What follows belongs to an exercise in optimizing a design on an open flow for small area; a production flow would make more cautious choices.
Power figures rest on the tool's default switching activity, not on a simulated workload.

Setup of delta:
==> flow/design.v <==
module debounce(key, clk, reset, sample, fell);
input key, clk, reset, sample;
output reg fell;
reg pre_key;
reg out;
always @(posedge clk or negedge reset)
begin
	if (!reset) begin
		pre_key <= 1'b1;
		out <= 1'b1;
	end else if (sample) begin
		pre_key <= key;
		if (pre_key == key) out <= key;
	end
end
always @(posedge clk)
	if (sample) fell <= out & ~pre_key & ~key;
endmodule
module lab3(clk_50M,key0,key1,key2,reset_n,RS,RW,DB,EN,ON);
input clk_50M,key0,key1,key2,reset_n;
output EN,ON;
output RS,RW;
output [7:0] DB;
reg [16:0] div;
localparam [25:0] CS_INIT  = 26'h2bf2131;   
localparam [25:0] CS_LAST  = 26'h15f9098;   
localparam [25:0] CS_START = 26'h051e238;   
reg [25:0] count_sec;
reg [8:0] q;
localparam [3:0] I_ADDR = 4'b1000, I_INIT = 4'b1001, I_PRE = 4'b1100, I_GO = 4'b1101;
reg [3:0] idx;
reg [3:0] dbl;    
reg [3:0] S_1; reg [2:0] S_10;
reg [3:0] M_1; reg [2:0] M_10;
reg [3:0] H_1; reg [1:0] H_10;
wire sample = (div == 17'd65537);
wire apply  = (div == 17'd65539);
wire f0, f1, f2;
debounce D1(.clk(clk_50M), .key(key0), .reset(reset_n), .sample(sample), .fell(f0));
debounce D2(.clk(clk_50M), .key(key1), .reset(reset_n), .sample(sample), .fell(f1));
debounce D3(.clk(clk_50M), .key(key2), .reset(reset_n), .sample(sample), .fell(f2));
wire tick  = (count_sec == CS_LAST);
wire start = (count_sec == CS_START);
wire neg0 = apply & f0;
wire neg1 = apply & f1 & ~f0;
wire neg2 = apply & f2 & ~f0 & ~f1;
wire s1_9  = S_1[3] & S_1[0];
wire s10_5 = S_10[2] & S_10[0];
wire m1_9  = M_1[3] & M_1[0];
wire m10_5 = M_10[2] & M_10[0];
wire h1_9  = H_1[3] & H_1[0];
wire h_23  = H_10[1] & H_1[1] & H_1[0];
wire inc_s = neg0 | tick;
wire inc_m = neg1 | (tick & s1_9 & s10_5);
wire inc_h = neg2 | (tick & s1_9 & s10_5 & m1_9 & m10_5);
wire hold   = (idx == I_PRE) & q[8] & ~q[0];
wire inc_q  = (div[2:0] == 3'd0) & ~hold;
wire wrap   = inc_q & q[8] & q[0];
wire [8:0] q_next = wrap ? 9'd0 : q + {8'd0, inc_q};
reg [3:0] idx_step;
always @* begin
	case (idx)
		I_ADDR: idx_step = 4'd0;
		I_INIT: idx_step = 4'd1;
		I_PRE:  idx_step = I_PRE;
		I_GO:   idx_step = I_INIT;
		default: idx_step = idx + 4'd1;
	endcase
end
wire [3:0] idx_next = wrap ? idx_step : (start & (idx == I_PRE)) ? I_GO : idx;
reg [3:0] byte_lo;
always @* begin
	case (idx_next)
		4'd0: byte_lo = S_1;
		4'd1: byte_lo = {1'b0, S_10};
		4'd2: byte_lo = 4'd10;
		4'd3: byte_lo = M_1;
		4'd4: byte_lo = {1'b0, M_10};
		4'd5: byte_lo = 4'd10;
		4'd6: byte_lo = H_1;
		4'd7: byte_lo = {2'b0, H_10};
		I_INIT: byte_lo = 4'd6;
		default: byte_lo = 4'd0;
	endcase
end
wire load = (q_next < 9'd7);
assign ON = 1'b1;
assign EN = (q >= 9'd2) & (q <= 9'd4);
assign RS = ~idx[3];
assign RW = idx[3] & idx[2];
assign DB = {idx == I_ADDR, 1'b0, RS, RS, dbl};
always @(posedge clk_50M or negedge reset_n)
begin
	if (!reset_n) begin
		div <= 17'd0;
		count_sec <= CS_INIT;
		q <= 9'd257;
		idx <= I_PRE;
		dbl <= 4'd0;
		S_1 <= 0; S_10 <= 0; M_1 <= 0; M_10 <= 0; H_1 <= 0; H_10 <= 0;
	end else begin
		div <= div + 1'b1;
		count_sec <= {count_sec[24:0], count_sec[25] ^ count_sec[5] ^ count_sec[1] ^ count_sec[0] ^ tick};
		q <= q_next;
		idx <= idx_next;
		if (load) dbl <= byte_lo;
		if (inc_s) begin
			S_1 <= s1_9 ? 4'd0 : S_1 + 1'b1;
			if (s1_9) S_10 <= s10_5 ? 3'd0 : S_10 + 1'b1;
		end
		if (inc_m) begin
			M_1 <= m1_9 ? 4'd0 : M_1 + 1'b1;
			if (m1_9) M_10 <= m10_5 ? 3'd0 : M_10 + 1'b1;
		end
		if (inc_h) begin
			if (h_23) begin
				H_1 <= 4'd0; H_10 <= 2'd0;
			end else if (h1_9) begin
				H_1 <= 4'd0; H_10 <= H_10 + 1'b1;
			end else
				H_1 <= H_1 + 1'b1;
		end
	end
end
endmodule
clock: 20.0 ns
lec_check: 0
cap_margin: 20
core_margin: 2
core_utilization: 40
place_density: 0.6
slew_margin: 20
run.sh (not shown) runs the stock make flow with config.mk's settings and CLKGATE_MAP_FILE= SYNTH_SCRIPT=/design/flow/synth_recipe.tcl, a recipe that flattens the netlist after the stock synthesis.
Edits applied to the flow inputs when going from delta to epsilon:
--- a/flow/design.v
+++ b/flow/design.v
@@ -21,14 +21,11 @@
 output EN,ON;
 output RS,RW;
 output [7:0] DB;
 reg [16:0] div;
-localparam [25:0] CS_INIT  = 26'h2bf2131;   
-localparam [25:0] CS_LAST  = 26'h15f9098;   
-localparam [25:0] CS_START = 26'h051e238;   
 reg [25:0] count_sec;
 reg [8:0] q;
-localparam [3:0] I_ADDR = 4'b1000, I_INIT = 4'b1001, I_PRE = 4'b1100, I_GO = 4'b1101;
+localparam [3:0] I_ADDR = 4'b1000, I_INIT = 4'b1001, I_PRE = 4'b1100;
 reg [3:0] idx;
 reg [3:0] dbl;    
 reg [3:0] S_1; reg [2:0] S_10;
 reg [3:0] M_1; reg [2:0] M_10;
@@ -38,10 +35,10 @@
 wire f0, f1, f2;
 debounce D1(.clk(clk_50M), .key(key0), .reset(reset_n), .sample(sample), .fell(f0));
 debounce D2(.clk(clk_50M), .key(key1), .reset(reset_n), .sample(sample), .fell(f1));
 debounce D3(.clk(clk_50M), .key(key2), .reset(reset_n), .sample(sample), .fell(f2));
-wire tick  = (count_sec == CS_LAST);
-wire start = (count_sec == CS_START);
+wire tick  = &(count_sec | ~26'd50000000);
+wire start = &(count_sec[25:9] | ~17'd4083);
 wire neg0 = apply & f0;
 wire neg1 = apply & f1 & ~f0;
 wire neg2 = apply & f2 & ~f0 & ~f1;
 wire s1_9  = S_1[3] & S_1[0];
@@ -52,23 +49,22 @@
 wire h_23  = H_10[1] & H_1[1] & H_1[0];
 wire inc_s = neg0 | tick;
 wire inc_m = neg1 | (tick & s1_9 & s10_5);
 wire inc_h = neg2 | (tick & s1_9 & s10_5 & m1_9 & m10_5);
-wire hold   = (idx == I_PRE) & q[8] & ~q[0];
+wire hold   = (idx == I_PRE) & q[8] & ~q[0] & ~start;
 wire inc_q  = (div[2:0] == 3'd0) & ~hold;
 wire wrap   = inc_q & q[8] & q[0];
 wire [8:0] q_next = wrap ? 9'd0 : q + {8'd0, inc_q};
 reg [3:0] idx_step;
 always @* begin
 	case (idx)
 		I_ADDR: idx_step = 4'd0;
 		I_INIT: idx_step = 4'd1;
-		I_PRE:  idx_step = I_PRE;
-		I_GO:   idx_step = I_INIT;
+		I_PRE:  idx_step = count_sec[20] ? I_INIT : I_PRE;
 		default: idx_step = idx + 4'd1;
 	endcase
 end
-wire [3:0] idx_next = wrap ? idx_step : (start & (idx == I_PRE)) ? I_GO : idx;
+wire [3:0] idx_next = wrap ? idx_step : idx;
 reg [3:0] byte_lo;
 always @* begin
 	case (idx_next)
 		4'd0: byte_lo = S_1;
@@ -92,16 +88,16 @@
 always @(posedge clk_50M or negedge reset_n)
 begin
 	if (!reset_n) begin
 		div <= 17'd0;
-		count_sec <= CS_INIT;
+		count_sec <= 26'd0;
 		q <= 9'd257;
 		idx <= I_PRE;
 		dbl <= 4'd0;
 		S_1 <= 0; S_10 <= 0; M_1 <= 0; M_10 <= 0; H_1 <= 0; H_10 <= 0;
 	end else begin
 		div <= div + 1'b1;
-		count_sec <= {count_sec[24:0], count_sec[25] ^ count_sec[5] ^ count_sec[1] ^ count_sec[0] ^ tick};
+		count_sec <= tick ? 26'd0 : count_sec + 1'b1;
 		q <= q_next;
 		idx <= idx_next;
 		if (load) dbl <= byte_lo;
 		if (inc_s) begin
[summary]
Looking at final instance area, epsilon sits 330 um2 above delta.
In the flow results for delta and epsilon, the die area is smaller on delta.
Going from delta to epsilon, sequential group share of total power shrank by 5.5 points; overall track demand over capacity in global routing shrank by 0.33 points; number of cells on the worst reg-to-reg path shrank by 2; non-clock inverter instance count of the final layout grew by 4; final critical delay including setup and external delays grew by 0.16 ns.
Relative to delta, average wire per cell in the routed design decreased by about 4% in epsilon.
In epsilon the critical path depth turned out 2 lower than in delta.
delta → epsilon: area growth from synthesis to layout went up, complex-gate fraction of the synthesized area went down by 1.6 points.
Diff delta -> epsilon: post-route total power increased 0.000035 W, routed wire length saw an increase.
Function was not checked in any run of this note: the RTL went through the layout flow alone.

afterwards: timing with drivers on the ports:
The flow's constraints put no driver on any port. The routed layouts listed below were extracted and timed again, unchanged, in two steps.
Step 1 assumes that a clkbuf_16 drives the clock port and a buf_2 every other input.
Step 2 adds t to the input delays and takes it off the output delays; t is the mean of the earliest and latest rising clock arrival at the registers after step 1. Input paths then give back, and output paths get back, about the clock's delay inside the block.
Three values: ideal, step 1, step 2; two values: the first two.
run | t (ns) | setup slack, ns | worst data-port slew with drivers (ns)
delta | 0.374 | 14.076 / 14.046 / 14.420 | 0.03
epsilon | 0.370 | 13.917 / 13.880 / 14.250 | 0.03
After both steps setup and hold are still met in every run listed.
